Context: an optimization exercise on an open-source flow, tuned for small area, a short achievable clock period and few clock cycles. The choices shown serve that exercise and are no tape-out recipe.
Where RTL was checked, it was by simulation tests only, not by an equivalence proof against the original.
Only the layout flow was run in runs 2 to 6; the RTL was not checked for function there.
No activity file was given, so power comes from the tool's default toggle rates.

[flow/config.mk]
export PLATFORM = sky130hd
export DESIGN_NAME = FAdd
export DESIGN_NICKNAME = FAdd
export VERILOG_FILES = /design/flow/design.v
export SDC_FILE = /design/flow/constraint.sdc
export NUM_CORES = 4
export LEC_CHECK = 0
export CAP_MARGIN = 20
export CORE_MARGIN = 2
export CORE_UTILIZATION = 40
export SLEW_MARGIN = 20
[flow/constraint.sdc]
create_clock -name core_clock -period 10.0 [get_ports {clk}]
set_input_delay 2.0000 -clock core_clock [delete_from_list [all_inputs] [get_ports {clk}]]
set_output_delay 2.0000 -clock core_clock [all_outputs]
set_load 0.01 [all_outputs]
[flow/design.v]
module FAdd(
    input rst,
    input clk,
    input  [31:0]               a,
    input  [31:0]               b,
    output reg [31:0]           c,
    output reg [2:0]           state
);
    parameter NAN = 32'b01111111100000000000000000000001;  
    parameter ZERO = 32'b0;  
    wire a_s = a[31];
    wire b_s = b[31];
    wire [7:0] a_e = a[30:23];
    wire [7:0] b_e = b[30:23];
    wire [22:0] a_m = a[22:0];
    wire [22:0] b_m = b[22:0];
    wire a_e_max = a_e == 8'b11111111;
    wire b_e_max = b_e == 8'b11111111;
    wire a_e_min = a_e == 8'b0;
    wire b_e_min = b_e == 8'b0;
    wire a_m_min = a_m == 23'b0;
    wire b_m_min = b_m == 23'b0;
    wire a_inf = a_e_max & a_m_min;
    wire b_inf = b_e_max & b_m_min;
    wire a_nan = a_e_max & ~a_m_min;
    wire b_nan = b_e_max & ~b_m_min;
    wire a_zero = a_e_min & a_m_min;
    wire b_zero = b_e_min & b_m_min;
    wire a_denorm = a_e_min & ~a_m_min;
    wire b_denorm = b_e_min & ~b_m_min;
    wire inverse = (a_s ^ b_s) & (a_e == b_e) & (a_m == b_m);
    wire special_case = a_nan | b_nan | a_inf | b_inf | a_zero | b_zero | inverse;
    wire [31:0] special_output = (a_nan | b_nan) ? NAN :
    a_inf ? ((b_inf & (a_s ^ b_s)) ? NAN : a) :
    b_inf ? b :
    a_zero ? ((b_zero & (a_s ^ b_s) ? ZERO : b)) :
    b_zero ? a :
    inverse ? ZERO : 32'hffffffff;
    reg a_sign;
    reg b_sign;
    reg [26:0] a_add;
    reg [26:0] b_add;
    reg [7:0] a_exp;
    reg [7:0] b_exp;
    parameter READ = 3'd0,
    ALIGN = 3'd1,
    ADD = 3'd2,
    NORM = 3'd3,
    DENORM = 3'd4,
    ROUND = 3'd5,
    PACK = 3'd6,
    OUTPUT = 3'd7;
    reg c_sign;
    reg[27:0] c_add;
    reg[7:0] c_exp;
always @(posedge clk) begin
if (!rst) begin
    state <= READ;
end
else begin
case (state)
READ: begin
    a_sign <= a_s;
    b_sign <= b_s;
    a_add <= {~a_denorm, a_m, 3'b0};
    b_add <= {~b_denorm, b_m, 3'b0};
    a_exp <= a_denorm ? 8'b1 : a_e;
    b_exp <= b_denorm ? 8'b1 : b_e;
    c <= special_output;
    state <= special_case ? OUTPUT : ALIGN;
end
ALIGN: begin
    if (a_exp > b_exp) begin
        b_exp <= b_exp + 1;
        b_add <= b_add >> 1;
        b_add[0] <= b_add[0] | b_add[1];  
    end else if (a_exp < b_exp) begin
        a_exp <= a_exp + 1;
        a_add <= a_add >> 1;
        a_add[0] <= a_add[0] | a_add[1];
    end else begin
        state <= ADD;
    end
end
ADD: begin
    c_exp <= a_exp;
    if (a_sign == b_sign) begin
        c_add <= a_add + b_add;
        c_sign <= a_sign;
    end else if (a_add > b_add) begin
        c_add <= a_add - b_add;
        c_sign <= a_sign;
    end else begin
        c_add <= b_add - a_add;
        c_sign <= b_sign;
    end
    state <= NORM;
end
NORM: begin
    if (c_add[27]) begin  
        c_exp <= c_exp + 1;
        c_add <= c_add >> 1;
        c_add[0] <= c_add[0] | c_add[1];
    end else if (~c_add[26] & c_exp != 8'b0) begin  
        c_exp <= c_exp - 1;
        c_add <= c_add << 1;
    end else begin
        state <= DENORM;
    end
end
DENORM: begin
    if (c_exp == 8'b0) begin  
        c_exp <= c_exp + 1;
        c_add <= c_add >> 1;
        c_add[0] <= c_add[0] | c_add[1];
    end
    state <= ROUND;
end
ROUND: begin
    if (c_add[2] & (c_add[1] | c_add[0] | c_add[3])) begin
        c_add <= c_add + 4'b1000;
    end
    state <= PACK;
end
PACK: begin
    c[31] <= c_sign;
    c[22:0] <= c_add[25:3];
    if (c_exp == 8'b11111111) begin  
        c[30:0] <= {8'b11111111, 23'b0};
    end else if (c_add[27]) begin  
        c[30:23] <= c_exp + 1;
    end else if (~c_add[26]) begin  
        c[30:23] <= c_exp - 1;
    end else begin
        c[30:23] <= c_exp;
    end
    state <= OUTPUT;
end
OUTPUT: begin
end
endcase
end
end
endmodule
[flow/run.sh]
#!/bin/bash
# synth_recipe.tcl (not shown) runs the flow's synth.tcl, then flattens the netlist and writes it again
# the make line also repeats each setting of config.mk as NAME=value (left out here)
make -C /OpenROAD-flow-scripts/flow DESIGN_CONFIG=/design/flow/config.mk WORK_HOME=/design/flow/orfs CLKGATE_MAP_FILE= SYNTH_SCRIPT=/design/flow/synth_recipe.tcl finish
==> results of run 1 <==
-- worst max-delay path: stages --
cell and delay [ps]:
clkdlybuf4s50_1 480, nor4_1 540, nand4_1 240, or3_2 820, a221oi_2 670, nor2_2 330
o21ai_0 330, a22o_1 170
-- cell usage after synthesis (all sizes together) (11+ instances only) --
master  instances  area [um2]
a21o           26       195.2
buf            17       130.1
nand2b         14       87.58
nor3           38       195.2
mux2i          18       180.2
nand3          47       240.2
nor2          125       471.7
o31ai          17       155.2
nor2b          11       68.82
ha             96        1201
o211ai         13       97.59
edfxtp        141        4234
o21ai         147       735.7
o21bai         17       127.6
xnor2          35       306.5
clkbuf         75       281.5
nand2         170       638.1
nand4          22       137.6
a31oi          13       81.33
nor4           28       175.2
a21oi          92       460.4
or3            13       81.33
xor2           57       499.2
a22o           29       254.0
a222oi         19       190.2
and3           17       106.4
inv            98       367.9
-- final cells by class --
class | instances | area (um2) | share of cell area
clock inverters | 15 | 137.6 | 0.009213
repair buffers | 113 | 1096 | 0.07337
diodes | 1 | 2.502 | 0.0001675
clock buffers | 17 | 425.4 | 0.02848
flip-flops and latches | 144 | 4294 | 0.2875
inverters | 99 | 372.9 | 0.02496
multi-input cells | 1207 | 8056 | 0.5393
well taps | 442 | 553.0 | 0.03702
-- worst max path at each step --
stage | to | slack, ps | start
6_report | c[5] | 4730 | b[17]
5_1_grt | c[3] | 4610 | b[17]
4_1_cts | c[22] | 4670 | b[17]
3_5_place_dp | c[22] | 4180 | b[17]
3_3_place_gp | c[21] | 4180 | b[11]
2_1_floorplan | c[0] | 5260 | rst
-- state kept, by name, indices dropped and copies added (netlist names) --
name    flops
a_add      27
b_exp       8
state       3
b_add      27
c_add      28
c          32
a_exp       8
b_sign      1
a_sign      1
c_sign      1
c_exp       8
-- routing by layer --
layer | wire (um) | GRT usage | share of wire | up-vias
met1 | 21230 | 0.3928 | 0.44 | 6140
met5 | 0 | 0 | 0 | -
met4 | 2130 | 0.1312 | 0.044 | 0
met2 | 22010 | 0.4525 | 0.45 | 591
li1 | - | - | - | 5800
met3 | 3324 | 0.03912 | 0.068 | 105
-- cell families after synthesis --
family | Yosys count | share of synthesized area
flip-flops | 144 | 0.3294
XOR/XNOR | 92 | 0.06180
AO/OA/AOI/OAI | 481 | 0.2495
AND/OR/NAND/NOR | 512 | 0.1843
adder cells (fa/ha/maj) | 99 | 0.09674
multiplexers | 23 | 0.01814
buffers and inverters | 191 | 0.06017
-- metrics by stage --
stage,utilization,instances
4_1_cts,0.4623,2036
2_1_floorplan,-,1542
3_3_place_gp,0.4447,2004
3_5_place_dp,0.4449,2004
6_report,0.4626,2038
5_1_grt,0.4626,2038
-- power groups by stage --
stage | Sequential, mW | Combinational, mW | Clock, mW
after floorplan | 0.877 | 0.971 | 0
after detailed placement | 0.921 | 1.33 | 0
after global routing | 0.923 | 1.49 | 0.682
final | 0.910 | 1.36 | 0.653
after CTS | 0.908 | 1.34 | 0.664
after global placement | 0.918 | 1.33 | 0
==> impl_metrics.xml, run 1 <==
<?xml version="1.0" encoding="UTF-8"?>
<metrics>
  <group name="status">
    <metric name="outcome" unit="">timing/DRC/antenna clean</metric>
  </group>
  <group name="setup_path">
    <metric name="crit_path_max_fanout" unit="">35</metric>
    <metric name="cp_data_required_time" unit="ps">10330</metric>
    <metric name="reg_to_reg_endpoint" unit="">c_add[8]</metric>
    <metric name="critPathCaptureType" unit="">register</metric>
    <metric name="r2r_setup_slack" unit="ps">5560</metric>
    <metric name="critPathLaunchType" unit="">input port</metric>
    <metric name="r2r_start" unit="">a_add[10]</metric>
    <metric name="r2r_cells" unit="">12</metric>
    <metric name="worst-endpoint-arrival" unit="ps">5600</metric>
    <metric name="critical_path_class" unit="">input port to register</metric>
  </group>
  <group name="power_and_ir_drop">
    <metric name="total_power" unit="mW">2.924</metric>
    <metric name="cell_internal_pwr" unit="mW">1.627</metric>
    <metric name="power.density_cell_area" unit="nW/um2">195.7</metric>
    <metric name="p_sw" unit="mW">1.297</metric>
    <metric name="leakage" unit="nW">5.778</metric>
    <metric name="vdd.ir_drop.worst" unit="mV">0.1302</metric>
    <metric name="share_clk_of_total_power" unit="">0.223</metric>
    <metric name="swShare" unit="">0.4434</metric>
    <metric name="share_comb_of_total_power" unit="">0.465</metric>
    <metric name="pwr-share-seq" unit="">0.311</metric>
  </group>
  <group name="grt">
    <metric name="first_pass_grt_wire_length" unit="um">73170</metric>
    <metric name="maximum_number_of_pins_on_one_net_before_global_route_repair" unit="">74</metric>
    <metric name="grt_remaining_overflow" unit="">0</metric>
    <metric name="gr-usage-all-layers" unit="">0.2878</metric>
    <metric name="antenna_found_initial" unit="">2</metric>
    <metric name="first_global_vias" unit="">11860</metric>
  </group>
  <group name="final_layout">
    <metric name="num-nets-final" unit="">1747</metric>
    <metric name="mostFrequentLayoutCells" unit="">169 x nand2_1, 141 x edfxtp_1, 131 x o21ai_0, 122 x nor2_1, 100 x clkdlybuf4s50_1</metric>
    <metric name="design_area" unit="um2">14940</metric>
    <metric name="post_route_cells_drive_above_1_share" unit="">0.05016</metric>
    <metric name="synthToLayoutAreaGrowth" unit="%">14.58</metric>
    <metric name="layout.cells.most_common" unit="">nand2_1</metric>
    <metric name="final.fill_count" unit="">3138</metric>
  </group>
  <group name="timing">
    <metric name="period_needed" unit="ps">5267</metric>
    <metric name="final_min_period_over_clock_period" unit="">0.5267</metric>
    <metric name="max_slew_margin" unit="">0.1655</metric>
    <metric name="finalSetupViolCount" unit="">0</metric>
    <metric name="final.setup.worst_slack" unit="ps">4733</metric>
    <metric name="timing_hold_violations_final" unit="">0</metric>
    <metric name="worst_hold_slack" unit="ps">596.5</metric>
    <metric name="tns" unit="ps">0</metric>
    <metric name="grt_setup_unrepaired" unit="">false</metric>
    <metric name="max_freq" unit="GHz">0.1899</metric>
    <metric name="report.final.slew_viol_count" unit="">0</metric>
    <metric name="final.setup_skew" unit="ps">14.62</metric>
    <metric name="tightest_slew" unit="ps">1249</metric>
  </group>
  <group name="yosys">
    <metric name="async_flop_share" unit="">0</metric>
    <metric name="ys_ff_latch" unit="">144</metric>
    <metric name="synth_edf_count" unit="">141</metric>
    <metric name="yosysUniqueCellTypes" unit="">80</metric>
    <metric name="postSynth.topFlopCell" unit="">edfxtp_1</metric>
    <metric name="synth_area" unit="um2">13040</metric>
    <metric name="mappedNetlistNets" unit="">1707</metric>
    <metric name="syn_inst" unit="">1542</metric>
    <metric name="yosysWarningCount" unit="">1</metric>
    <metric name="synth.avg_cell_area" unit="um2">8.455</metric>
    <metric name="seq_area_frac_synth" unit="">0.3294</metric>
  </group>
  <group name="routing">
    <metric name="routedWlPerCell" unit="um">23.89</metric>
    <metric name="routed-via-count" unit="">12640</metric>
    <metric name="detail_route.first_pass.iterations" unit="">9</metric>
    <metric name="drt_wl_total" unit="um">48700</metric>
    <metric name="route.detailed.vias_per_inst" unit="">6.200</metric>
    <metric name="drt_iter0_drc" unit="">1532</metric>
    <metric name="ant_nets" unit="">0</metric>
    <metric name="drc" unit="">0</metric>
  </group>
  <group name="clock_network">
    <metric name="cts_root_buffer" unit="">clkbuf_16</metric>
    <metric name="postCtsSetupBuffers" unit="">0</metric>
    <metric name="post_cts_resized" unit="">0</metric>
    <metric name="clk_transition_reported_paths" unit="ps">80</metric>
    <metric name="cts.sink_count" unit="">144</metric>
    <metric name="clkLatencyLatePin" unit="ps">470</metric>
    <metric name="htreeDepth" unit="">4</metric>
    <metric name="cts_hold_buf" unit="">0</metric>
    <metric name="cts_buffers" unit="">17</metric>
    <metric name="clk_path_buf_depth" unit="">2</metric>
    <metric name="tritoncts" unit="">yes</metric>
  </group>
  <group name="placed_design">
    <metric name="area_post_placement" unit="um2">14370</metric>
    <metric name="dp_slack" unit="ps">4176</metric>
    <metric name="post-dp-hpwl" unit="um">37360</metric>
    <metric name="place_congestion" unit="">1.030</metric>
    <metric name="place.port_buffers" unit="">100</metric>
  </group>
  <group name="die">
    <metric name="placementRows" unit="">66</metric>
    <metric name="dieHeight" unit="um">184.5</metric>
    <metric name="fp.dieArea" unit="um2">34050</metric>
    <metric name="fp.dieW" unit="um">184.5</metric>
    <metric name="top_level_ports" unit="">101</metric>
    <metric name="placeable_core_area" unit="um2">32290</metric>
    <metric name="initial_utilization" unit="">0.4038</metric>
  </group>
  <group name="min_path">
    <metric name="hp-class" unit="">register to register</metric>
    <metric name="min-delay-start" unit="">c_sign</metric>
    <metric name="worstHoldPathCells" unit="">2</metric>
    <metric name="min_to" unit="">c[31]</metric>
  </group>
  <group name="run">
    <metric name="drv_cap" unit="">0</metric>
  </group>
</metrics>
Testbench counts, summed over its fixed seeds: cycles 116,666.
==> run 2, diff against run 1 <==
==> flow/design.v (replaced) <==
module FAdd(
    input rst,
    input clk,
    input  [31:0]               a,
    input  [31:0]               b,
    output reg [31:0]           c,
    output reg [2:0]            state
);
    wire a_s = a[31];
    wire b_s = b[31];
    wire [7:0] a_e = a[30:23];
    wire [7:0] b_e = b[30:23];
    wire a_h = |a_e;
    wire b_h = |b_e;
    wire a_max = &a_e;
    wire b_max = &b_e;
    wire a_mz = ~|a[22:0];
    wire b_mz = ~|b[22:0];
    wire a_inf = a_max & a_mz;
    wire b_inf = b_max & b_mz;
    wire any_nan = (a_max & ~a_mz) | (b_max & ~b_mz) | (a_inf & b_inf & (a_s ^ b_s));
    wire any_inf = a_inf | b_inf;
    wire swap = b[30:0] > a[30:0];
    wire [7:0] ea1 = {a_e[7:1], a_e[0] | ~a_h};    
    wire [7:0] eb1 = {b_e[7:1], b_e[0] | ~b_h};
    wire [7:0] dab = ea1 - eb1;
    wire [7:0] dba = eb1 - ea1;
    wire [7:0] d = swap ? dba : dab;
    wire [7:0] e_big = swap ? eb1 : ea1;
    wire s_big = swap ? b_s : a_s;
    wire [23:0] m_big = swap ? {b_h, b[22:0]} : {a_h, a[22:0]};
    wire [23:0] m_sml = swap ? {a_h, a[22:0]} : {b_h, b[22:0]};
    wire sub = a_s ^ b_s;
    wire big_shift = |d[7:5];
    wire [4:0] sh = d[4:0];
    wire [25:0] al = big_shift ? 26'd0 : ({m_sml, 2'b00} >> sh);
    wire [23:0] lost_mask = big_shift ? {24{1'b1}} : ~({24{1'b1}} << (sh > 5'd2 ? sh - 5'd2 : 5'd0));
    wire sticky = |(m_sml & lost_mask);
    wire [26:0] op_b = {m_big, 3'b000};
    wire [26:0] op_s = {al, sticky};
    wire [27:0] sum = sub ? {1'b0, op_b} - {1'b0, op_s} : {1'b0, op_b} + {1'b0, op_s};
    reg first_n;               
    reg [27:0] r_sum;
    reg [7:0]  r_e;
    reg        r_s;
    reg        r_sub;
    reg        r_nan;
    reg        r_inf;
    always @(posedge clk) begin
        first_n <= rst;
        if (!first_n) begin
            r_sum <= sum;
            r_e   <= e_big;
            r_s   <= s_big;
            r_sub <= sub;
            r_nan <= any_nan;
            r_inf <= any_inf;
        end
    end
    wire [7:0] em1 = r_e - 8'd1;
    reg [26:0] lim;
    integer i;
    always @* begin
        for (i = 0; i < 27; i = i + 1)
            lim[i] = (em1 == 26 - i);
    end
    wire [26:0] lz_in = r_sum[26:0] | lim;
    reg [4:0] lz;
    always @* begin
        lz = 5'd27;
        for (i = 0; i < 27; i = i + 1)
            if (lz_in[i]) lz = 26 - i;
    end
    wire [26:0] nl = r_sum[26:0] << lz;
    wire [7:0] el = r_e - {3'b0, lz};
    wire [26:0] nr = {r_sum[27:1], r_sum[0]} | 27'd0;
    wire [26:0] nrs = {r_sum[27:2], r_sum[1] | r_sum[0]};
    wire [26:0] n = r_sum[27] ? nrs : nl;
    wire [7:0] en = r_sum[27] ? r_e + 8'd1 : el;
    wire rnd = n[2] & (n[1] | n[0] | n[3]);
    wire [24:0] mr = {1'b0, n[26:3]} + {24'd0, rnd};
    wire [7:0] ef = mr[24] ? en + 8'd1 : (mr[23] ? en : 8'd0);
    wire ovf = (en == 8'hff) | (ef == 8'hff);
    wire zero = ~|r_sum;
    wire sgn = (zero & r_sub) ? 1'b0 : r_s;
    always @* begin
        state = {3{first_n}};
        if (r_nan)
            c = 32'h7f800001;
        else if (r_inf | ovf)
            c = {r_s, 8'hff, 23'd0};
        else
            c = {sgn, ef, mr[22:0]};
    end
endmodule
==> impl_metrics.xml, run 2 <==
<?xml version="1.0" encoding="UTF-8"?>
<metrics>
  <group name="clock_network">
    <metric name="htreeDepth" unit="">2</metric>
    <metric name="clk_transition_reported_paths" unit="ps">60</metric>
    <metric name="cts_buffers" unit="">5</metric>
    <metric name="cts.sink_count" unit="">41</metric>
    <metric name="clk_path_buf_depth" unit="">2</metric>
    <metric name="clkLatencyLatePin" unit="ps">280</metric>
    <metric name="cts_root_buffer" unit="">clkbuf_16</metric>
    <metric name="tritoncts" unit="">yes</metric>
  </group>
  <group name="final_layout">
    <metric name="reg.largest.list" unit="">r_sum x28, r_e x8</metric>
    <metric name="num-nets-final" unit="">2077</metric>
    <metric name="post_route_cells_drive_above_1_share" unit="">0.08800</metric>
    <metric name="mostFrequentLayoutCells" unit="">228 x nand2_1, 131 x nor2_1, 124 x a21oi_1, 120 x inv_1, 105 x o21ai_0</metric>
    <metric name="largest-register" unit="">r_sum</metric>
    <metric name="design_area" unit="um2">14780</metric>
    <metric name="layout.cells.most_common" unit="">nand2_1</metric>
    <metric name="num_antenna_cells" unit="">0</metric>
    <metric name="synthToLayoutAreaGrowth" unit="%">13.71</metric>
    <metric name="largest_reg_flops" unit="">28</metric>
  </group>
  <group name="grt">
    <metric name="gr-usage-all-layers" unit="">0.3149</metric>
    <metric name="antenna_found_initial" unit="">0</metric>
    <metric name="first_pass_grt_wire_length" unit="um">83410</metric>
    <metric name="grt_remaining_overflow" unit="">0</metric>
    <metric name="maximum_number_of_pins_on_one_net_before_global_route_repair" unit="">89</metric>
    <metric name="first_global_vias" unit="">14410</metric>
  </group>
  <group name="yosys">
    <metric name="post-synth-top-area-fraction" unit="">0.09528</metric>
    <metric name="ys_ff_latch" unit="">41</metric>
    <metric name="synth_area" unit="um2">13000</metric>
    <metric name="postSynth.topFlopCell" unit="">edfxtp_1</metric>
    <metric name="synth_commonest_cells" unit="">228 x nand2_1, 131 x nor2_1, 124 x a21oi_1</metric>
    <metric name="mappedNetlistNets" unit="">2016</metric>
    <metric name="synth_edf_count" unit="">40</metric>
    <metric name="ys_top_cells_by_area" unit="">ha_1 9.5%, edfxtp_1 9.2%, mux2i_1 7.7%</metric>
    <metric name="async_flop_share" unit="">0</metric>
    <metric name="yosysWarningCount" unit="">1</metric>
    <metric name="synth.avg_cell_area" unit="um2">7.038</metric>
    <metric name="synthMostInstantiatedCell" unit="">nand2_1</metric>
    <metric name="seq_area_frac_synth" unit="">0.09394</metric>
    <metric name="syn_inst" unit="">1847</metric>
    <metric name="yosysUniqueCellTypes" unit="">105</metric>
    <metric name="yosysTopAreaCell" unit="">ha_1</metric>
  </group>
  <group name="timing">
    <metric name="report.final.slew_viol_count" unit="">0</metric>
    <metric name="tightest_slew" unit="ps">1029</metric>
    <metric name="finalSetupViolCount" unit="">0</metric>
    <metric name="final_min_period_over_clock_period" unit="">0.9566</metric>
    <metric name="max_freq" unit="GHz">0.1045</metric>
    <metric name="period_needed" unit="ps">9566</metric>
    <metric name="final.setup_skew" unit="ps">4.336</metric>
    <metric name="tns" unit="ps">0</metric>
    <metric name="worst_hold_slack" unit="ps">927.6</metric>
    <metric name="max_slew_margin" unit="">0.3130</metric>
    <metric name="timing_hold_violations_final" unit="">0</metric>
    <metric name="grt_setup_unrepaired" unit="">false</metric>
  </group>
  <group name="power_and_ir_drop">
    <metric name="p_sw" unit="mW">1.336</metric>
    <metric name="power.density_cell_area" unit="nW/um2">165.6</metric>
    <metric name="share_comb_of_total_power" unit="">0.787</metric>
    <metric name="swShare" unit="">0.5458</metric>
    <metric name="share_clk_of_total_power" unit="">0.073</metric>
    <metric name="vdd.ir_drop.worst" unit="mV">0.07398</metric>
    <metric name="leakage" unit="nW">6.229</metric>
    <metric name="cell_internal_pwr" unit="mW">1.112</metric>
    <metric name="pwr-share-seq" unit="">0.140</metric>
    <metric name="total_power" unit="mW">2.448</metric>
  </group>
  <group name="die">
    <metric name="fp.dieW" unit="um">184.3</metric>
    <metric name="placementRows" unit="">66</metric>
    <metric name="dieHeight" unit="um">184.3</metric>
    <metric name="placeable_core_area" unit="um2">32290</metric>
    <metric name="initial_utilization" unit="">0.4026</metric>
    <metric name="fp.dieArea" unit="um2">33960</metric>
    <metric name="top_level_ports" unit="">101</metric>
  </group>
  <group name="setup_path">
    <metric name="critPathCaptureType" unit="">output pin</metric>
    <metric name="critPathMaxStageDelay" unit="ps">730</metric>
    <metric name="worst_path_most_repeated_cell" unit="">a21oi_4</metric>
    <metric name="cp.buffers_inverters" unit="">3</metric>
    <metric name="cp_data_required_time" unit="ps">8000</metric>
    <metric name="critical_path_class" unit="">register to output pin</metric>
    <metric name="critPathLaunchType" unit="">register</metric>
    <metric name="crit_path_max_fanout" unit="">21</metric>
    <metric name="cpMaxStageDelayCell" unit="">or4_1</metric>
    <metric name="worst-endpoint-arrival" unit="ps">7570</metric>
    <metric name="cpLargestDelayFamily" unit="">simple AND/OR/NAND/NOR gates</metric>
    <metric name="cell_chain_of_the_critical_path" unit="">nor4_2, a31oi_1, a221o_1, nor2_2, a21o_1, a21oi_4, inv_4, mux2i_1, o311a_1, o31ai_1, ha_1, nand2_1, or4_1, nor3_4, a41oi_1, or3_4, a21oi_4, buf_4, nor4_1, clkdlybuf4s50_1</metric>
  </group>
  <group name="routing">
    <metric name="drt_wl_total" unit="um">54070</metric>
    <metric name="drt_iter0_drc" unit="">1383</metric>
    <metric name="routed-via-count" unit="">14980</metric>
    <metric name="routedWlPerCell" unit="um">23.00</metric>
    <metric name="route.detailed.vias_per_inst" unit="">6.370</metric>
    <metric name="drc" unit="">0</metric>
    <metric name="detail_route.first_pass.iterations" unit="">6</metric>
    <metric name="ant_nets" unit="">0</metric>
  </group>
  <group name="placed_design">
    <metric name="place.port_buffers" unit="">100</metric>
    <metric name="area_post_placement" unit="um2">14580</metric>
    <metric name="post-dp-hpwl" unit="um">43480</metric>
    <metric name="place_congestion" unit="">0.9926</metric>
  </group>
  <group name="run">
    <metric name="drv_cap" unit="">0</metric>
  </group>
  <group name="status">
    <metric name="outcome" unit="">timing/DRC/antenna clean</metric>
  </group>
  <group name="min_path">
    <metric name="hp-class" unit="">register to register</metric>
  </group>
</metrics>
==> run 2: changes by cell type in the layout (fill, tap and decap cells not counted), moves of 17 or more <==
cell      delta
edfxtp_1   -101
nor3_2      +18
inv_1       +23
nand2_1     +59
nor3_1      +19
buf_4       +56
xor2_1      -32
a22o_1      -24
a222oi_1    -17
o21ai_0     -26
a21oi_1     +34
mux2i_1     +82
a211oi_1    +31
nand2b_1    +17
==> run 2: cell type report <==
cell class / count / area [um2]
flip-flops and latches: 41 / 1221
well taps: 442 / 553.0
clock buffers: 6 / 128.9
repair buffers: 171 / 1572
multi-input cells: 1564 / 10800
fillers: 3289 / 17510
inverters: 125 / 475.5
clock inverters: 2 / 33.78
==> run 2: cells by family (layout without fill, tap and decap cells) <==
| group | after synthesis | after routing | share of synthesized area |
|---|---|---|---|
| flip-flops | 41 | 41 | 0.09394 |
| adder cells (fa/ha/maj) | 103 | 103 | 0.1014 |
| buffers and inverters | 243 | 304 | 0.07757 |
| XOR/XNOR | 58 | 58 | 0.03908 |
| multiplexers | 119 | 119 | 0.09750 |
| AO/OA/AOI/OAI | 584 | 585 | 0.3145 |
| AND/OR/NAND/NOR | 699 | 699 | 0.2759 |
==> run 2: power by group through the flow <==
stage | Clock (mW) | Sequential [mW] | Combinational [mW]
floorplan | 0 | 0.261 | 1.29
global placement | 0 | 0.337 | 1.88
detailed placement | 0 | 0.337 | 1.88
CTS | 0.181 | 0.334 | 1.89
global route | 0.190 | 0.342 | 2.08
finish | 0.178 | 0.343 | 1.93
==> run 2: final timing paths <==
check	cells after the start	end	start	slack [ps]
max	20	c[16]	r_e[5]	430
min	2	r_nan	first_n	930
max reg2reg	2	r_sum[9]	first_n	8790
min reg2reg	2	r_nan	first_n	930
==> run 2: tightest hold or removal path: cells and delay by family (launching register included) <==
| kind | cells | cell delay [ps] |
|---|---|---|
| DFF | 1 | 370 |
| buffers and inverters | 2 | 320 |
==> run 2: what timing repair did <==
item                                    CTS  global route
buffers inserted                          0             2
hold buffers                              0             0
endpoints found under the hold margin     0             0
resized for setup                         0             1
endpoints found under the setup margin    0             5
==> run 2: per-layer routing <==
layer,global-route usage,vias to the layer above,routed length (um)
li1,-,7050,-
met1,0.3770,6997,21320
met2,0.5451,740,25360
met3,0.02707,189,3613
met4,0.1968,0,3777
met5,0,-,0
==> run 2: metrics by stage <==
stage	worst slack (ps)	utilization	instances
6_report	434.1	0.4578	2351
5_1_grt	48.69	0.4578	2351
4_1_cts	517.9	0.4566	2348
3_5_place_dp	264.2	0.4516	2340
3_3_place_gp	299.5	0.4516	2340
2_1_floorplan	1498	-	1847
==> run 3, diff against run 2 <==
--- a/flow/config.mk
+++ b/flow/config.mk
@@ -5,6 +5,7 @@
 export SDC_FILE = /design/flow/constraint.sdc
 export NUM_CORES = 4
 export LEC_CHECK = 0
+export ABC_AREA = 1
 export CAP_MARGIN = 20
 export CORE_MARGIN = 2
 export CORE_UTILIZATION = 40
==> impl_metrics.xml, run 3 <==
<?xml version="1.0" encoding="UTF-8"?>
<metrics>
  <group name="routing">
    <metric name="routedWlPerCell" unit="um">17.33</metric>
    <metric name="route.detailed.vias_per_inst" unit="">5.513</metric>
    <metric name="routed-via-count" unit="">13600</metric>
    <metric name="detail_route.first_pass.iterations" unit="">6</metric>
    <metric name="drt_iter0_drc" unit="">1239</metric>
    <metric name="ant_nets" unit="">0</metric>
    <metric name="drt_wl_total" unit="um">42760</metric>
    <metric name="drc" unit="">0</metric>
  </group>
  <group name="grt">
    <metric name="grt_util_met1" unit="">0.3444</metric>
    <metric name="first_pass_grt_wire_length" unit="um">67480</metric>
    <metric name="first_global_vias" unit="">12650</metric>
    <metric name="gr-usage-all-layers" unit="">0.2783</metric>
    <metric name="grt.met3_usage" unit="">0.01623</metric>
    <metric name="met2_usage" unit="">0.4843</metric>
    <metric name="grt-busiest-layer" unit="">met2</metric>
    <metric name="grt_remaining_overflow" unit="">0</metric>
    <metric name="maximum_number_of_pins_on_one_net_before_global_route_repair" unit="">42</metric>
    <metric name="antenna_found_initial" unit="">0</metric>
  </group>
  <group name="timing">
    <metric name="worst_hold_slack" unit="ps">925.2</metric>
    <metric name="final.setup.worst_slack" unit="ps">797.4</metric>
    <metric name="tightest_slew" unit="ps">958.4</metric>
    <metric name="grt_setup_unrepaired" unit="">false</metric>
    <metric name="period_needed" unit="ps">9203</metric>
    <metric name="timing_hold_violations_final" unit="">0</metric>
    <metric name="max_freq" unit="GHz">0.1087</metric>
    <metric name="finalSetupViolCount" unit="">0</metric>
    <metric name="max_slew_margin" unit="">0.3543</metric>
    <metric name="final_min_period_over_clock_period" unit="">0.9203</metric>
    <metric name="report.final.slew_viol_count" unit="">0</metric>
    <metric name="final.setup_skew" unit="ps">3.856</metric>
    <metric name="tns" unit="ps">0</metric>
  </group>
  <group name="setup_path">
    <metric name="cp_data_required_time" unit="ps">10050</metric>
    <metric name="cp.buffers_inverters" unit="">10</metric>
    <metric name="crit_path_max_fanout" unit="">39</metric>
    <metric name="worst_path_most_repeated_cell" unit="">nand2_1</metric>
    <metric name="critPathMaxStageDelay" unit="ps">670</metric>
    <metric name="critical_path_class" unit="">input port to register</metric>
    <metric name="cpMaxStageDelayCell" unit="">clkdlybuf4s50_1</metric>
    <metric name="r2r_setup_slack" unit="ps">8810</metric>
    <metric name="critPathLaunchType" unit="">input port</metric>
    <metric name="cpLargestDelayFamily" unit="">simple AND/OR/NAND/NOR gates</metric>
    <metric name="critPathCaptureType" unit="">register</metric>
    <metric name="worst-endpoint-arrival" unit="ps">9250</metric>
  </group>
  <group name="final_layout">
    <metric name="num_antenna_cells" unit="">0</metric>
    <metric name="mostFrequentLayoutCells" unit="">518 x nand2_1, 303 x inv_1, 217 x nand3_1, 208 x o21ai_0, 148 x nor2_1</metric>
    <metric name="design_area" unit="um2">13060</metric>
    <metric name="post_route_cells_drive_above_1_share" unit="">0.05905</metric>
    <metric name="largest-register" unit="">r_sum</metric>
    <metric name="num-nets-final" unit="">2251</metric>
    <metric name="synthToLayoutAreaGrowth" unit="%">13.56</metric>
    <metric name="layout.cells.most_common" unit="">nand2_1</metric>
    <metric name="utilization" unit="">0.4587</metric>
    <metric name="final-instance-count-excl-fill" unit="">2467</metric>
    <metric name="largest_reg_flops" unit="">28</metric>
    <metric name="reg.largest.list" unit="">r_sum x28, r_e x8</metric>
  </group>
  <group name="clock_network">
    <metric name="tritoncts" unit="">yes</metric>
    <metric name="cts_root_buffer" unit="">clkbuf_16</metric>
    <metric name="clk_transition_reported_paths" unit="ps">60</metric>
    <metric name="clkLatencyLatePin" unit="ps">290</metric>
    <metric name="clk_path_buf_depth" unit="">2</metric>
    <metric name="cts_hold_buf" unit="">0</metric>
    <metric name="htreeDepth" unit="">2</metric>
    <metric name="cts_buffers" unit="">5</metric>
    <metric name="cts.sink_count" unit="">41</metric>
  </group>
  <group name="power_and_ir_drop">
    <metric name="total_power" unit="mW">2.339</metric>
    <metric name="power.density_cell_area" unit="nW/um2">179.1</metric>
    <metric name="leakage" unit="nW">6.438</metric>
    <metric name="vdd.ir_drop.worst" unit="mV">0.06813</metric>
  </group>
  <group name="yosys">
    <metric name="syn_inst" unit="">2016</metric>
    <metric name="mappedNetlistNets" unit="">2185</metric>
    <metric name="post-synth-top-area-fraction" unit="">0.1694</metric>
    <metric name="synth_commonest_cells" unit="">519 x nand2_1, 303 x inv_1, 217 x nand3_1</metric>
    <metric name="ys_ff_latch" unit="">41</metric>
    <metric name="seq_area_frac_synth" unit="">0.1062</metric>
    <metric name="async_flop_share" unit="">0</metric>
    <metric name="postSynth.topFlopCell" unit="">edfxtp_1</metric>
    <metric name="yosysWarningCount" unit="">1</metric>
    <metric name="synth_area" unit="um2">11500</metric>
    <metric name="synth_edf_count" unit="">40</metric>
    <metric name="yosysUniqueCellTypes" unit="">65</metric>
    <metric name="yosysTopAreaCell" unit="">nand2_1</metric>
    <metric name="synthMostInstantiatedCell" unit="">nand2_1</metric>
    <metric name="synth.avg_cell_area" unit="um2">5.705</metric>
    <metric name="ys_top_cells_by_area" unit="">nand2_1 17%, ha_1 11%, edfxtp_1 10%</metric>
  </group>
  <group name="placed_design">
    <metric name="area_post_placement" unit="um2">12790</metric>
    <metric name="dp_slack" unit="ps">484.3</metric>
    <metric name="place.port_buffers" unit="">100</metric>
    <metric name="post-dp-hpwl" unit="um">35640</metric>
    <metric name="place_congestion" unit="">0.9752</metric>
    <metric name="numPlacedInstances" unit="">2455</metric>
  </group>
  <group name="die">
    <metric name="placementRows" unit="">62</metric>
    <metric name="fp.dieW" unit="um">173.6</metric>
    <metric name="initial_utilization" unit="">0.4040</metric>
    <metric name="dieHeight" unit="um">173.6</metric>
    <metric name="fp.dieArea" unit="um2">30120</metric>
    <metric name="placeable_core_area" unit="um2">28470</metric>
    <metric name="top_level_ports" unit="">101</metric>
  </group>
  <group name="status">
    <metric name="outcome" unit="">timing/DRC/antenna clean</metric>
  </group>
  <group name="run">
    <metric name="drv_cap" unit="">0</metric>
  </group>
  <group name="min_path">
    <metric name="hp-class" unit="">register to register</metric>
  </group>
</metrics>
## run 3: cell count changes in the layout (fill, tap and decap cells not counted), sizes merged, moves of 24 or more
cell,change
nand3,+166
nand2b,-31
nor3,-60
nand2,+305
mux2i,-94
inv,+186
xnor2,-24
buf,-37
a211oi,-35
nor2,+48
a21oi,-32
o211ai,-25
o21ai,+109
## run 3: worst paths after layout
path,from,to,depth (start not counted)
hold reg to reg,first_n,r_s,2
hold / removal,first_n,r_s,2
setup / recovery,a[24],r_sum[23],45
setup reg to reg,first_n,r_sum[16],2
## run 3: cells by family after synthesis
logic type | synth area share
simple gates | 0.4047
mux | 0.005222
compound gates | 0.1865
flops | 0.1062
fa+ha+maj | 0.1147
buf+inv | 0.1401
xor+xnor | 0.04265
## run 3: layout make-up
cell class,instances,area [um2]
Fill cell,3099,15410
Multi-Input combinational cell,1592,8695
Timing Repair Buffer,134,1314
Sequential cell,41,1221
Inverter,308,1156
Tap cell,384,480.5
Clock buffer,5,125.1
Clock inverter,3,68.82
## run 3: power breakdown
group / internal, mW / switching, mW / leakage [nW]
logic: 0.669 / 1.16 / 5.93
clock network: 0.144 / 0.0665 / 0.0944
registers: 0.238 / 0.0574 / 0.409
## run 3: repair_timing
item | CTS | global route
buffers inserted | 0 | 3
setup endpoints to repair | 0 | 14
resized for setup | 0 | 4
## run 3: layer usage
metal,share of wire,vias to the layer above
met5,0,-
li1,-,6812
met4,0.059,0
met2,0.47,536
met1,0.41,6143
met3,0.054,109
## run 3: worst min-delay path: cells and delay by family (launching register included)
kind / cells / cell delay, ps
flip-flops: 1 / 380
buffers and inverters: 2 / 310
==> run 4, diff against run 3 <==
--- a/flow/config.mk
+++ b/flow/config.mk
@@ -8,5 +8,6 @@
 export ABC_AREA = 1
 export CAP_MARGIN = 20
 export CORE_MARGIN = 2
-export CORE_UTILIZATION = 40
+export CORE_UTILIZATION = 65
+export PLACE_DENSITY = 0.75
 export SLEW_MARGIN = 20
==> impl_metrics.xml, run 4 <==
<?xml version="1.0" encoding="UTF-8"?>
<metrics>
  <group name="status">
    <metric name="outcome" unit="">timing/DRC/antenna clean</metric>
  </group>
  <group name="final_layout">
    <metric name="final-instance-count-excl-fill" unit="">2295</metric>
    <metric name="reg.largest.list" unit="">r_sum x28, r_e x8</metric>
    <metric name="mostFrequentLayoutCells" unit="">518 x nand2_1, 303 x inv_1, 217 x nand3_1, 208 x o21ai_0, 148 x nor2_1</metric>
    <metric name="largest-register" unit="">r_sum</metric>
    <metric name="largest_reg_flops" unit="">28</metric>
    <metric name="num-nets-final" unit="">2238</metric>
    <metric name="num_antenna_cells" unit="">0</metric>
    <metric name="layout.cells.most_common" unit="">nand2_1</metric>
    <metric name="synthToLayoutAreaGrowth" unit="%">10.18</metric>
    <metric name="post_route_cells_drive_above_1_share" unit="">0.05217</metric>
  </group>
  <group name="grt">
    <metric name="first_global_vias" unit="">12770</metric>
    <metric name="grt_remaining_overflow" unit="">0</metric>
    <metric name="maximum_number_of_pins_on_one_net_before_global_route_repair" unit="">59</metric>
    <metric name="antenna_found_initial" unit="">2</metric>
    <metric name="first_pass_grt_wire_length" unit="um">62430</metric>
    <metric name="gr-usage-all-layers" unit="">0.4177</metric>
  </group>
  <group name="yosys">
    <metric name="seq_area_frac_synth" unit="">0.1062</metric>
    <metric name="mappedNetlistNets" unit="">2185</metric>
    <metric name="ys_ff_latch" unit="">41</metric>
    <metric name="synth_commonest_cells" unit="">519 x nand2_1, 303 x inv_1, 217 x nand3_1</metric>
    <metric name="yosysTopAreaCell" unit="">nand2_1</metric>
    <metric name="post-synth-top-area-fraction" unit="">0.1694</metric>
    <metric name="synth.avg_cell_area" unit="um2">5.705</metric>
    <metric name="ys_top_cells_by_area" unit="">nand2_1 17%, ha_1 11%, edfxtp_1 10%</metric>
    <metric name="yosysUniqueCellTypes" unit="">65</metric>
    <metric name="synth_area" unit="um2">11500</metric>
    <metric name="synth_edf_count" unit="">40</metric>
    <metric name="synthMostInstantiatedCell" unit="">nand2_1</metric>
    <metric name="syn_inst" unit="">2016</metric>
    <metric name="async_flop_share" unit="">0</metric>
    <metric name="postSynth.topFlopCell" unit="">edfxtp_1</metric>
    <metric name="yosysWarningCount" unit="">1</metric>
  </group>
  <group name="clock_network">
    <metric name="cts_buffers" unit="">5</metric>
    <metric name="tritoncts" unit="">yes</metric>
    <metric name="htreeDepth" unit="">2</metric>
    <metric name="cts_root_buffer" unit="">clkbuf_16</metric>
    <metric name="clk_transition_reported_paths" unit="ps">60</metric>
    <metric name="clkLatencyLatePin" unit="ps">290</metric>
    <metric name="cts.sink_count" unit="">41</metric>
    <metric name="clk_path_buf_depth" unit="">2</metric>
    <metric name="cts_hold_buf" unit="">0</metric>
  </group>
  <group name="timing">
    <metric name="report.final.slew_viol_count" unit="">0</metric>
    <metric name="finalSetupViolCount" unit="">0</metric>
    <metric name="final.setup_skew" unit="ps">6.239</metric>
    <metric name="grt_setup_unrepaired" unit="">false</metric>
    <metric name="worst_hold_slack" unit="ps">920.1</metric>
    <metric name="timing_hold_violations_final" unit="">0</metric>
    <metric name="tns" unit="ps">0</metric>
    <metric name="max_freq" unit="GHz">0.1075</metric>
    <metric name="final_min_period_over_clock_period" unit="">0.9306</metric>
    <metric name="period_needed" unit="ps">9306</metric>
    <metric name="max_slew_margin" unit="">0.3218</metric>
    <metric name="tightest_slew" unit="ps">1016</metric>
  </group>
  <group name="placed_design">
    <metric name="place.port_buffers" unit="">100</metric>
    <metric name="place_congestion" unit="">1.018</metric>
    <metric name="numPlacedInstances" unit="">2287</metric>
    <metric name="post-dp-hpwl" unit="um">31900</metric>
  </group>
  <group name="setup_path">
    <metric name="critPathCaptureType" unit="">register</metric>
    <metric name="worst_path_most_repeated_cell" unit="">nand2_1</metric>
    <metric name="r2r_setup_slack" unit="ps">8810</metric>
    <metric name="critical_path_class" unit="">input port to register</metric>
    <metric name="r2r_start" unit="">first_n</metric>
    <metric name="r2r_cells" unit="">2</metric>
    <metric name="critPathMaxStageDelay" unit="ps">620</metric>
    <metric name="cp_data_required_time" unit="ps">10040</metric>
    <metric name="critPathLaunchType" unit="">input port</metric>
    <metric name="crit_path_max_fanout" unit="">19</metric>
    <metric name="cpMaxStageDelayCell" unit="">clkdlybuf4s50_1</metric>
    <metric name="reg_to_reg_endpoint" unit="">r_sum[10]</metric>
    <metric name="worst-endpoint-arrival" unit="ps">9340</metric>
  </group>
  <group name="die">
    <metric name="placementRows" unit="">48</metric>
    <metric name="fp.dieArea" unit="um2">18770</metric>
    <metric name="dieHeight" unit="um">137.0</metric>
    <metric name="fp.dieW" unit="um">137.0</metric>
    <metric name="initial_utilization" unit="">0.6649</metric>
    <metric name="top_level_ports" unit="">101</metric>
    <metric name="placeable_core_area" unit="um2">17300</metric>
  </group>
  <group name="routing">
    <metric name="routed-via-count" unit="">14010</metric>
    <metric name="drc" unit="">0</metric>
    <metric name="ant_nets" unit="">0</metric>
    <metric name="routedWlPerCell" unit="um">17.03</metric>
    <metric name="drt_wl_total" unit="um">39090</metric>
    <metric name="drt_iter0_drc" unit="">1795</metric>
    <metric name="detail_route.first_pass.iterations" unit="">8</metric>
    <metric name="route.detailed.vias_per_inst" unit="">6.105</metric>
  </group>
  <group name="run">
    <metric name="drv_cap" unit="">0</metric>
  </group>
  <group name="power_and_ir_drop">
    <metric name="vdd.ir_drop.worst" unit="mV">0.1586</metric>
    <metric name="leakage" unit="nW">6.339</metric>
    <metric name="power.density_cell_area" unit="nW/um2">179.0</metric>
  </group>
  <group name="min_path">
    <metric name="worstHoldPathCells" unit="">2</metric>
    <metric name="min_to" unit="">r_s</metric>
    <metric name="hp-class" unit="">register to register</metric>
    <metric name="min-delay-start" unit="">first_n</metric>
  </group>
</metrics>
-- run 4: cell counts after synthesis --
Identical to the previous run, type by type.
-- run 4: cells by family (layout without fill, tap and decap cells) --
group | Yosys count | in the layout | share of synthesized area
compound gates | 388 | 388 | 0.1865
flops | 41 | 41 | 0.1062
xor+xnor | 56 | 56 | 0.04265
mux | 6 | 6 | 0.005222
fa+ha+maj | 103 | 103 | 0.1147
buf+inv | 383 | 437 | 0.1401
simple gates | 1039 | 1039 | 0.4047
-- run 4: final cells by class --
cell class	instances	area (um2)
multi-input combinational	1592	8676
fill	1570	4624
sequential	41	1221
timing repair buffer	121	1171
inverter	308	1156
tap	225	281.5
clock buffer	5	125.1
clock inverter	3	41.29
-- run 4: per-layer routing --
layer	vias to the layer above	track usage	part of all wire
met5	-	0	0.00051
met1	6149	0.4841	0.37
met3	212	0.05926	0.092
met2	862	0.6971	0.46
li1	6784	-	-
met4	4	0.3116	0.085
-- run 4: how the worst max path moves through the flow --
stage	end	slack [ps]	depth (start not counted)	startpoint
floorplan	r_sum[26]	1900	40	a[24]
global placement	r_sum[24]	720	39	a[24]
detailed placement	r_sum[26]	610	39	a[24]
CTS	r_sum[26]	890	39	a[24]
global route	r_sum[24]	50	39	a[24]
finish	r_sum[24]	690	39	a[24]
-- run 4: repair_timing --
action,in CTS,in global routing
setup endpoints to repair,0,1
resized for setup,0,1
buffers inserted,0,0
-- run 4: worst max-delay path: cells and delay by family --
family          cells  cell delay [ps]
xor+xnor            2              310
simple gates       23             3680
fa+ha+maj           2              570
buf+inv             7             1570
compound gates      5             1200
-- run 4: stage by stage --
stage,setup WS [ps],cell area (um2),power [mW],util
4_1_cts,894.5,12670,2.216,0.7324
3_5_place_dp,607.3,12500,2.029,0.7227
6_report,694.5,12670,2.268,0.7326
2_1_floorplan,1899,11500,1.519,-
5_1_grt,52.87,12670,2.477,0.7326
3_3_place_gp,724.8,12500,1.994,0.7227
-- run 4: report_power, final --
part | switching, mW | internal [mW] | total [mW]
Sequential | 0.0541 | 0.238 | 0.292
Combinational | 1.14 | 0.655 | 1.79
Clock | 0.0655 | 0.117 | 0.182
Total | 1.26 | 1.01 | 2.27
==> run 5, diff against run 4 <==
==> flow/design.v (replaced) <==
module FAdd(
    input rst,
    input clk,
    input  [31:0]               a,
    input  [31:0]               b,
    output reg [31:0]           c,
    output reg [2:0]            state
);
    wire a_s = a[31];
    wire b_s = b[31];
    wire [7:0] a_e = a[30:23];
    wire [7:0] b_e = b[30:23];
    wire a_h = |a_e;
    wire b_h = |b_e;
    wire a_max = &a_e;
    wire b_max = &b_e;
    wire a_mz = ~|a[22:0];
    wire b_mz = ~|b[22:0];
    wire a_inf = a_max & a_mz;
    wire b_inf = b_max & b_mz;
    wire any_nan = (a_max & ~a_mz) | (b_max & ~b_mz) | (a_inf & b_inf & (a_s ^ b_s));
    wire any_inf = a_inf | b_inf;
    wire swap = b[30:0] > a[30:0];
    wire [7:0] ea1 = {a_e[7:1], a_e[0] | ~a_h};    
    wire [7:0] eb1 = {b_e[7:1], b_e[0] | ~b_h};
    wire [7:0] d = swap ? eb1 - ea1 : ea1 - eb1;
    wire [7:0] e_big = swap ? eb1 : ea1;
    wire s_big = swap ? b_s : a_s;
    wire [23:0] m_big = swap ? {b_h, b[22:0]} : {a_h, a[22:0]};
    wire [23:0] m_sml = swap ? {a_h, a[22:0]} : {b_h, b[22:0]};
    wire sub = a_s ^ b_s;
    wire big_shift = |d[7:5];
    wire [4:0] sh = d[4:0];
    wire [25:0] al = big_shift ? 26'd0 : ({m_sml, 2'b00} >> sh);
    wire [23:0] lost_mask = big_shift ? {24{1'b1}} : ~({24{1'b1}} << (sh > 5'd2 ? sh - 5'd2 : 5'd0));
    wire sticky = |(m_sml & lost_mask);
    wire [27:0] op_s = {1'b0, al, sticky};
    wire [27:0] sum = {1'b0, m_big, 3'b000} + (op_s ^ {28{sub}}) + {27'd0, sub};
    reg first_n;               
    reg [27:0] r_sum;
    reg [7:0]  r_e;
    reg        r_s;
    reg        r_sub;
    reg        r_nan;
    reg        r_inf;
    always @(posedge clk) begin
        first_n <= rst;
        if (!first_n) begin
            r_sum <= sum;
            r_e   <= e_big;
            r_s   <= s_big;
            r_sub <= sub;
            r_nan <= any_nan;
            r_inf <= any_inf;
        end
    end
    reg [27:0] lim;
    integer i;
    always @* begin
        for (i = 0; i < 28; i = i + 1)
            lim[i] = (r_e == 27 - i);
    end
    wire [27:0] lz_in = r_sum | lim;
    reg [4:0] lz;
    always @* begin
        lz = 5'd28;
        for (i = 0; i < 28; i = i + 1)
            if (lz_in[i]) lz = 27 - i;
    end
    wire zero = ~|lz_in;               
    wire [27:0] n = r_sum << lz;
    wire [7:0] ex = zero ? 8'd0 : r_e - {3'b0, lz} + {7'd0, n[27]};
    wire rnd = n[3] & (n[2] | n[1] | n[0] | n[4]);
    wire [30:0] pk = {ex, n[26:4]} + {30'd0, rnd};
    wire ovf = (r_e == 8'd254) & r_sum[27];
    wire sgn = (~|r_sum & r_sub) ? 1'b0 : r_s;
    always @* begin
        state = {3{first_n}};
        if (r_nan)
            c = 32'h7f800001;
        else if (r_inf | ovf)
            c = {r_s, 8'hff, 23'd0};
        else
            c = {sgn, pk};
    end
endmodule
--- a/flow/config.mk
+++ b/flow/config.mk
@@ -8,6 +8,5 @@
 export ABC_AREA = 1
 export CAP_MARGIN = 20
 export CORE_MARGIN = 2
-export CORE_UTILIZATION = 65
-export PLACE_DENSITY = 0.75
+export CORE_UTILIZATION = 40
 export SLEW_MARGIN = 20
==> impl_metrics.xml, run 5 <==
<?xml version="1.0" encoding="UTF-8"?>
<metrics>
  <group name="power_and_ir_drop">
    <metric name="share_comb_of_total_power" unit="">0.783</metric>
    <metric name="leakage" unit="nW">5.671</metric>
    <metric name="share_clk_of_total_power" unit="">0.088</metric>
    <metric name="vdd.ir_drop.worst" unit="mV">0.1128</metric>
    <metric name="pwr-share-seq" unit="">0.130</metric>
    <metric name="cell_internal_pwr" unit="mW">1.063</metric>
    <metric name="swShare" unit="">0.5633</metric>
    <metric name="p_sw" unit="mW">1.371</metric>
    <metric name="total_power" unit="mW">2.433</metric>
    <metric name="power.density_cell_area" unit="nW/um2">207.0</metric>
  </group>
  <group name="yosys">
    <metric name="synth_commonest_cells" unit="">493 x nand2_1, 232 x inv_1, 206 x nand3_1</metric>
    <metric name="async_flop_share" unit="">0</metric>
    <metric name="synth.avg_cell_area" unit="um2">5.636</metric>
    <metric name="synth_area" unit="um2">10290</metric>
    <metric name="syn_inst" unit="">1826</metric>
    <metric name="yosysUniqueCellTypes" unit="">62</metric>
    <metric name="synth_edf_count" unit="">40</metric>
    <metric name="mappedNetlistNets" unit="">1976</metric>
    <metric name="postSynth.topFlopCell" unit="">edfxtp_1</metric>
    <metric name="post-synth-top-area-fraction" unit="">0.1798</metric>
    <metric name="yosysWarningCount" unit="">1</metric>
    <metric name="ys_ff_latch" unit="">41</metric>
    <metric name="synthMostInstantiatedCell" unit="">nand2_1</metric>
    <metric name="seq_area_frac_synth" unit="">0.1187</metric>
    <metric name="yosysTopAreaCell" unit="">nand2_1</metric>
    <metric name="ys_top_cells_by_area" unit="">nand2_1 18%, edfxtp_1 12%, nand3_1 10%</metric>
  </group>
  <group name="setup_path">
    <metric name="crit_path_max_fanout" unit="">30</metric>
    <metric name="reg_to_reg_endpoint" unit="">r_sum[15]</metric>
    <metric name="critPathLaunchType" unit="">register</metric>
    <metric name="critPathCapture" unit="">c[29]</metric>
    <metric name="r2r_cells" unit="">2</metric>
    <metric name="critPathMaxStageDelay" unit="ps">570</metric>
    <metric name="critPathCaptureType" unit="">output pin</metric>
    <metric name="r2r_start" unit="">first_n</metric>
    <metric name="worst-endpoint-arrival" unit="ps">7110</metric>
    <metric name="critical_path_class" unit="">register to output pin</metric>
    <metric name="cpMaxStageDelayCell" unit="">clkdlybuf4s50_1</metric>
    <metric name="worst_path_most_repeated_cell" unit="">nand2_1</metric>
    <metric name="cp_data_required_time" unit="ps">8000</metric>
    <metric name="critical_path_start" unit="">r_e[6]</metric>
    <metric name="r2r_setup_slack" unit="ps">8780</metric>
  </group>
  <group name="clock_network">
    <metric name="htreeDepth" unit="">2</metric>
    <metric name="postCtsSetupBuffers" unit="">0</metric>
    <metric name="clkLatencyLatePin" unit="ps">290</metric>
    <metric name="cts.sink_count" unit="">41</metric>
    <metric name="cts_root_buffer" unit="">clkbuf_16</metric>
    <metric name="cts_buffers" unit="">5</metric>
    <metric name="tritoncts" unit="">yes</metric>
    <metric name="clk_path_buf_depth" unit="">2</metric>
    <metric name="clk_transition_reported_paths" unit="ps">60</metric>
  </group>
  <group name="die">
    <metric name="fp.dieW" unit="um">164.4</metric>
    <metric name="placementRows" unit="">58</metric>
    <metric name="initial_utilization" unit="">0.4075</metric>
    <metric name="top_level_ports" unit="">101</metric>
    <metric name="placeable_core_area" unit="um2">25250</metric>
    <metric name="dieHeight" unit="um">164.4</metric>
    <metric name="fp.dieArea" unit="um2">27030</metric>
  </group>
  <group name="final_layout">
    <metric name="layout.cells.most_common" unit="">nand2_1</metric>
    <metric name="num_antenna_cells" unit="">0</metric>
    <metric name="post_route_cells_drive_above_1_share" unit="">0.04129</metric>
    <metric name="design_area" unit="um2">11760</metric>
    <metric name="num-nets-final" unit="">2038</metric>
    <metric name="synthToLayoutAreaGrowth" unit="%">14.25</metric>
    <metric name="largest-register" unit="">r_sum</metric>
    <metric name="reg.largest.list" unit="">r_sum x28, r_e x8</metric>
    <metric name="mostFrequentLayoutCells" unit="">493 x nand2_1, 232 x inv_1, 206 x nand3_1, 173 x o21ai_0, 156 x nor2_1</metric>
    <metric name="largest_reg_flops" unit="">28</metric>
  </group>
  <group name="placed_design">
    <metric name="area_post_placement" unit="um2">11550</metric>
    <metric name="place_congestion" unit="">0.9731</metric>
    <metric name="post-dp-hpwl" unit="um">32820</metric>
    <metric name="place.port_buffers" unit="">100</metric>
  </group>
  <group name="routing">
    <metric name="detail_route.first_pass.iterations" unit="">6</metric>
    <metric name="ant_nets" unit="">0</metric>
    <metric name="drt_iter0_drc" unit="">1259</metric>
    <metric name="routed-via-count" unit="">12350</metric>
    <metric name="drt_wl_total" unit="um">39070</metric>
    <metric name="routedWlPerCell" unit="um">17.61</metric>
    <metric name="route.detailed.vias_per_inst" unit="">5.566</metric>
    <metric name="drc" unit="">0</metric>
  </group>
  <group name="grt">
    <metric name="antenna_found_initial" unit="">0</metric>
    <metric name="gr-usage-all-layers" unit="">0.2919</metric>
    <metric name="grt_remaining_overflow" unit="">0</metric>
    <metric name="first_pass_grt_wire_length" unit="um">62200</metric>
    <metric name="maximum_number_of_pins_on_one_net_before_global_route_repair" unit="">71</metric>
    <metric name="first_global_vias" unit="">11660</metric>
  </group>
  <group name="timing">
    <metric name="tightest_slew" unit="ps">902.2</metric>
    <metric name="report.final.slew_viol_count" unit="">0</metric>
    <metric name="timing_hold_violations_final" unit="">0</metric>
    <metric name="period_needed" unit="ps">9108</metric>
    <metric name="finalSetupViolCount" unit="">0</metric>
    <metric name="final.setup_skew" unit="ps">5.429</metric>
    <metric name="tns" unit="ps">0</metric>
    <metric name="grt_setup_unrepaired" unit="">false</metric>
    <metric name="max_freq" unit="GHz">0.1098</metric>
    <metric name="max_slew_margin" unit="">0.3922</metric>
    <metric name="final_min_period_over_clock_period" unit="">0.9108</metric>
  </group>
  <group name="status">
    <metric name="outcome" unit="">timing/DRC/antenna clean</metric>
  </group>
  <group name="min_path">
    <metric name="hp-class" unit="">register to register</metric>
  </group>
  <group name="run">
    <metric name="drv_cap" unit="">0</metric>
  </group>
</metrics>
[run 5: changes by cell type after synthesis, sizes merged, moves of 9 or more]
cell,before,now
ha,99,81
o21ai,221,180
nand4,48,35
nor2,183,173
a21oi,96,105
nand3,226,208
a31oi,10,19
nor3,16,26
inv,307,241
nand2,533,505
[run 5: cells by family (layout without fill, tap and decap cells)]
kind of cell,after synthesis,in the layout,synth area share
fa+ha+maj,84,84,0.1043
simple gates,976,976,0.4131
buf+inv,306,369,0.1171
compound gates,359,359,0.1934
mux,6,6,0.005958
xor+xnor,54,54,0.04742
flops,41,41,0.1187
[run 5: cell type report]
class	count	area, um2
flip-flops and latches	41	1221
multi-input cells	1479	7881
repair buffers	117	1129
clock buffers	5	125.1
clock inverters	3	68.82
inverters	244	919.6
fillers	2766	13500
well taps	330	412.9
[run 5: critical path: cells and delay by family, from the launching register on]
kind            cells  cell delay (ps)
simple gates       15             2540
buf+inv             8             1980
fa+ha+maj           4             1100
compound gates      6              810
flops               1              360
[run 5: power by group through the flow]
| stage | Clock, mW | Combinational, mW | Sequential (mW) |
|---|---|---|---|
| 5_1_grt | 0.226 | 2.13 | 0.317 |
| 4_1_cts | 0.219 | 1.87 | 0.313 |
| 6_report | 0.213 | 1.90 | 0.316 |
| 2_1_floorplan | 0 | 1.27 | 0.280 |
| 3_3_place_gp | 0 | 1.88 | 0.317 |
| 3_5_place_dp | 0 | 1.87 | 0.317 |
[run 5: worst min-delay path by stage]
stage,endpoint,startpoint,cells after the start
3_5_place_dp,r_e[7],first_n,2
5_1_grt,r_e[6],first_n,2
3_3_place_gp,r_e[6],first_n,2
6_report,r_e[7],first_n,2
4_1_cts,r_e[7],first_n,2
2_1_floorplan,r_e[0],first_n,1
[run 5: stage by stage]
| stage | cells | hold slack (ps) | setup slack, ps | utilization |
|---|---|---|---|---|
| after detailed placement | 2211 | 942.9 | 976.3 | 0.4575 |
| after floorplan | 1826 | 1147 | 2748 | - |
| final | 2219 | 934.0 | 892.4 | 0.4656 |
| after global routing | 2219 | 1017 | 1.394 | 0.4656 |
| after CTS | 2219 | 963.7 | 639.0 | 0.4652 |
| after global placement | 2211 | 949.3 | 972.1 | 0.4575 |
[run 5: what timing repair did]
item	4_1_cts	5_1_grt
setup endpoints to repair	0	3
resized for setup	0	2
hold buffers	0	0
[run 5: routing by layer]
layer	share of wire	routed length (um)	vias up	track usage
met5	0	0	-	0
met4	0.038	1466	0	0.1059
met3	0.052	2036	78	0.02160
li1	-	-	6231	-
met2	0.46	17960	472	0.4954
met1	0.45	17610	5569	0.3891
==> run 6, diff against run 5 <==
--- a/flow/config.mk
+++ b/flow/config.mk
@@ -9,4 +9,5 @@
 export CAP_MARGIN = 20
 export CORE_MARGIN = 2
 export CORE_UTILIZATION = 40
+export SETUP_SLACK_MARGIN = 1.5
 export SLEW_MARGIN = 20
==> impl_metrics.xml, run 6 <==
<?xml version="1.0" encoding="UTF-8"?>
<metrics>
  <group name="clock_network">
    <metric name="htreeDepth" unit="">2</metric>
    <metric name="cts.sink_count" unit="">41</metric>
    <metric name="tritoncts" unit="">yes</metric>
    <metric name="clk_path_buf_depth" unit="">2</metric>
    <metric name="cts_root_buffer" unit="">clkbuf_16</metric>
    <metric name="clk_transition_reported_paths" unit="ps">60</metric>
    <metric name="cts_buffers" unit="">5</metric>
    <metric name="clkLatencyLatePin" unit="ps">290</metric>
  </group>
  <group name="timing">
    <metric name="max_freq" unit="GHz">0.1235</metric>
    <metric name="tns" unit="ps">0</metric>
    <metric name="tightest_slew" unit="ps">795.1</metric>
    <metric name="worst_hold_slack" unit="ps">932.3</metric>
    <metric name="final_min_period_over_clock_period" unit="">0.8100</metric>
    <metric name="max_slew_margin" unit="">0.4694</metric>
    <metric name="period_needed" unit="ps">8100</metric>
    <metric name="timing_hold_violations_final" unit="">0</metric>
    <metric name="final.setup_skew" unit="ps">4.890</metric>
    <metric name="report.final.slew_viol_count" unit="">0</metric>
    <metric name="finalSetupViolCount" unit="">0</metric>
    <metric name="grt_setup_unrepaired" unit="">true</metric>
  </group>
  <group name="setup_path">
    <metric name="crit_path_max_fanout" unit="">26</metric>
    <metric name="critPathCaptureType" unit="">output pin</metric>
    <metric name="cp_data_required_time" unit="ps">8000</metric>
    <metric name="critical_path_class" unit="">register to output pin</metric>
    <metric name="critPathMaxStageDelay" unit="ps">520</metric>
    <metric name="worst-endpoint-arrival" unit="ps">6100</metric>
    <metric name="cpMaxStageDelayCell" unit="">inv_1</metric>
    <metric name="critPathLaunchType" unit="">register</metric>
  </group>
  <group name="yosys">
    <metric name="seq_area_frac_synth" unit="">0.1187</metric>
    <metric name="async_flop_share" unit="">0</metric>
    <metric name="postSynth.topFlopCell" unit="">edfxtp_1</metric>
    <metric name="ys_ff_latch" unit="">41</metric>
    <metric name="mappedNetlistNets" unit="">1976</metric>
    <metric name="post-synth-top-area-fraction" unit="">0.1798</metric>
    <metric name="synth_area" unit="um2">10290</metric>
    <metric name="synthMostInstantiatedCell" unit="">nand2_1</metric>
    <metric name="synth_commonest_cells" unit="">493 x nand2_1, 232 x inv_1, 206 x nand3_1</metric>
    <metric name="synth.avg_cell_area" unit="um2">5.636</metric>
    <metric name="yosysWarningCount" unit="">1</metric>
    <metric name="yosysUniqueCellTypes" unit="">62</metric>
    <metric name="syn_inst" unit="">1826</metric>
    <metric name="synth_edf_count" unit="">40</metric>
    <metric name="ys_top_cells_by_area" unit="">nand2_1 18%, edfxtp_1 12%, nand3_1 10%</metric>
    <metric name="yosysTopAreaCell" unit="">nand2_1</metric>
  </group>
  <group name="grt">
    <metric name="maximum_number_of_pins_on_one_net_before_global_route_repair" unit="">71</metric>
    <metric name="grt_remaining_overflow" unit="">0</metric>
    <metric name="gr-usage-all-layers" unit="">0.2938</metric>
    <metric name="first_pass_grt_wire_length" unit="um">62720</metric>
    <metric name="first_global_vias" unit="">11730</metric>
    <metric name="antenna_found_initial" unit="">0</metric>
  </group>
  <group name="placed_design">
    <metric name="area_post_placement" unit="um2">11550</metric>
    <metric name="place_congestion" unit="">0.9731</metric>
    <metric name="post-dp-hpwl" unit="um">32820</metric>
    <metric name="place.port_buffers" unit="">100</metric>
  </group>
  <group name="status">
    <metric name="outcome" unit="">timing/DRC/antenna clean</metric>
  </group>
  <group name="routing">
    <metric name="ant_nets" unit="">0</metric>
    <metric name="routed-via-count" unit="">12680</metric>
    <metric name="drt_iter0_drc" unit="">1375</metric>
    <metric name="detail_route.first_pass.iterations" unit="">5</metric>
    <metric name="drc" unit="">0</metric>
    <metric name="route.detailed.vias_per_inst" unit="">5.632</metric>
    <metric name="routedWlPerCell" unit="um">17.71</metric>
    <metric name="drt_wl_total" unit="um">39880</metric>
  </group>
  <group name="final_layout">
    <metric name="largest-register" unit="">r_sum</metric>
    <metric name="post_route_cells_drive_above_1_share" unit="">0.08897</metric>
    <metric name="num-nets-final" unit="">2071</metric>
    <metric name="num_antenna_cells" unit="">0</metric>
    <metric name="design_area" unit="um2">12350</metric>
    <metric name="mostFrequentLayoutCells" unit="">471 x nand2_1, 227 x inv_1, 193 x nand3_1, 165 x o21ai_0, 151 x nor2_1</metric>
    <metric name="reg.largest.list" unit="">r_sum x28, r_e x8</metric>
    <metric name="synthToLayoutAreaGrowth" unit="%">19.96</metric>
    <metric name="largest_reg_flops" unit="">28</metric>
    <metric name="layout.cells.most_common" unit="">nand2_1</metric>
  </group>
  <group name="min_path">
    <metric name="hp-class" unit="">register to register</metric>
  </group>
  <group name="power_and_ir_drop">
    <metric name="p_sw" unit="mW">1.443</metric>
    <metric name="share_clk_of_total_power" unit="">0.083</metric>
    <metric name="total_power" unit="mW">2.578</metric>
    <metric name="leakage" unit="nW">5.912</metric>
    <metric name="share_comb_of_total_power" unit="">0.793</metric>
    <metric name="pwr-share-seq" unit="">0.124</metric>
    <metric name="swShare" unit="">0.5597</metric>
    <metric name="vdd.ir_drop.worst" unit="mV">0.1123</metric>
    <metric name="power.density_cell_area" unit="nW/um2">208.8</metric>
    <metric name="cell_internal_pwr" unit="mW">1.135</metric>
  </group>
  <group name="die">
    <metric name="placeable_core_area" unit="um2">25250</metric>
    <metric name="initial_utilization" unit="">0.4075</metric>
    <metric name="dieHeight" unit="um">164.4</metric>
    <metric name="fp.dieW" unit="um">164.4</metric>
    <metric name="top_level_ports" unit="">101</metric>
    <metric name="fp.dieArea" unit="um2">27030</metric>
    <metric name="placementRows" unit="">58</metric>
  </group>
  <group name="run">
    <metric name="drv_cap" unit="">0</metric>
  </group>
</metrics>
[run 6: what timing repair did]
item | CTS | global route
setup endpoints to repair | 6 | 29
buffers inserted | 1 | 27
hold buffers | 0 | 0
gates resized for setup | 14 | 90
endpoints found under the hold margin | 0 | 0
pin swaps | 4 | 37
gates cloned | 2 | 3
[run 6: cell type report]
class / instances / area, um2
Clock buffer: 5 / 125.1
Sequential cell: 41 / 1221
Timing Repair Buffer: 145 / 1368
Multi-Input combinational cell: 1484 / 8219
Inverter: 244 / 930.9
Clock inverter: 3 / 68.82
Fill cell: 2732 / 12910
Tap cell: 330 / 412.9
[run 6: power groups by stage]
| stage | combinational (mW) | clock (mW) | sequential, mW |
|---|---|---|---|
| floorplan | 1.27 | 0 | 0.280 |
| global placement | 1.88 | 0 | 0.317 |
| detailed placement | 1.87 | 0 | 0.317 |
| CTS | 1.89 | 0.219 | 0.313 |
| global route | 2.27 | 0.226 | 0.320 |
| finish | 2.05 | 0.213 | 0.319 |
[run 6: per-layer routing]
layer | up-vias | GRT usage | routed length, um
met3 | 86 | 0.01783 | 2262
met2 | 541 | 0.5048 | 18540
li1 | 6316 | - | -
met1 | 5741 | 0.3937 | 17670
met4 | 0 | 0.09486 | 1413
met5 | - | 0 | 0
[run 6: final timing paths]
check | startpoint | endpoint | slack [ps] | cells after the start
worst min register to register | first_n | r_e[7] | 930 | 2
worst max-delay path | r_e[5] | c[29] | 1900 | 33
worst max register to register | first_n | r_sum[15] | 8780 | 2
worst min-delay path | first_n | r_e[7] | 930 | 2
[run 6: stage by stage]
step,setup slack [ps],util,instances
detailed placement,976.3,0.4575,2211
CTS,1528,0.4683,2222
global route,1378,0.4889,2252
global placement,972.1,0.4575,2211
finish,1900,0.4889,2252
floorplan,2748,-,1826
[run 6: critical path: cells and delay by family (launching register included)]
kind,cells,cell delay [ps]
and+or+nand+nor,17,2310
AOI/OAI and AO/OA,4,540
DFF,1,490
buffers and inverters,9,1630
adders and majority gates,3,800
[run 6: logic make-up (layout without fill, tap and decap cells)]
kind of cell    Yosys count  count (layout)  synth area share
simple gates            976             981            0.4131
compound gates          359             359            0.1934
buf+inv                 306             397            0.1171
fa+ha+maj                84              84            0.1043
xor+xnor                 54              54           0.04742
flops                    41              41            0.1187
mux                       6               6          0.005958

Setup slack of run 6, layout unchanged: 1.900 ns with ideal ports, 1.854 ns with driving cells assumed (clock clkbuf_16, inputs buf_2), 1.648 ns with port delays also shifted by the 0.335 ns mid clock arrival.
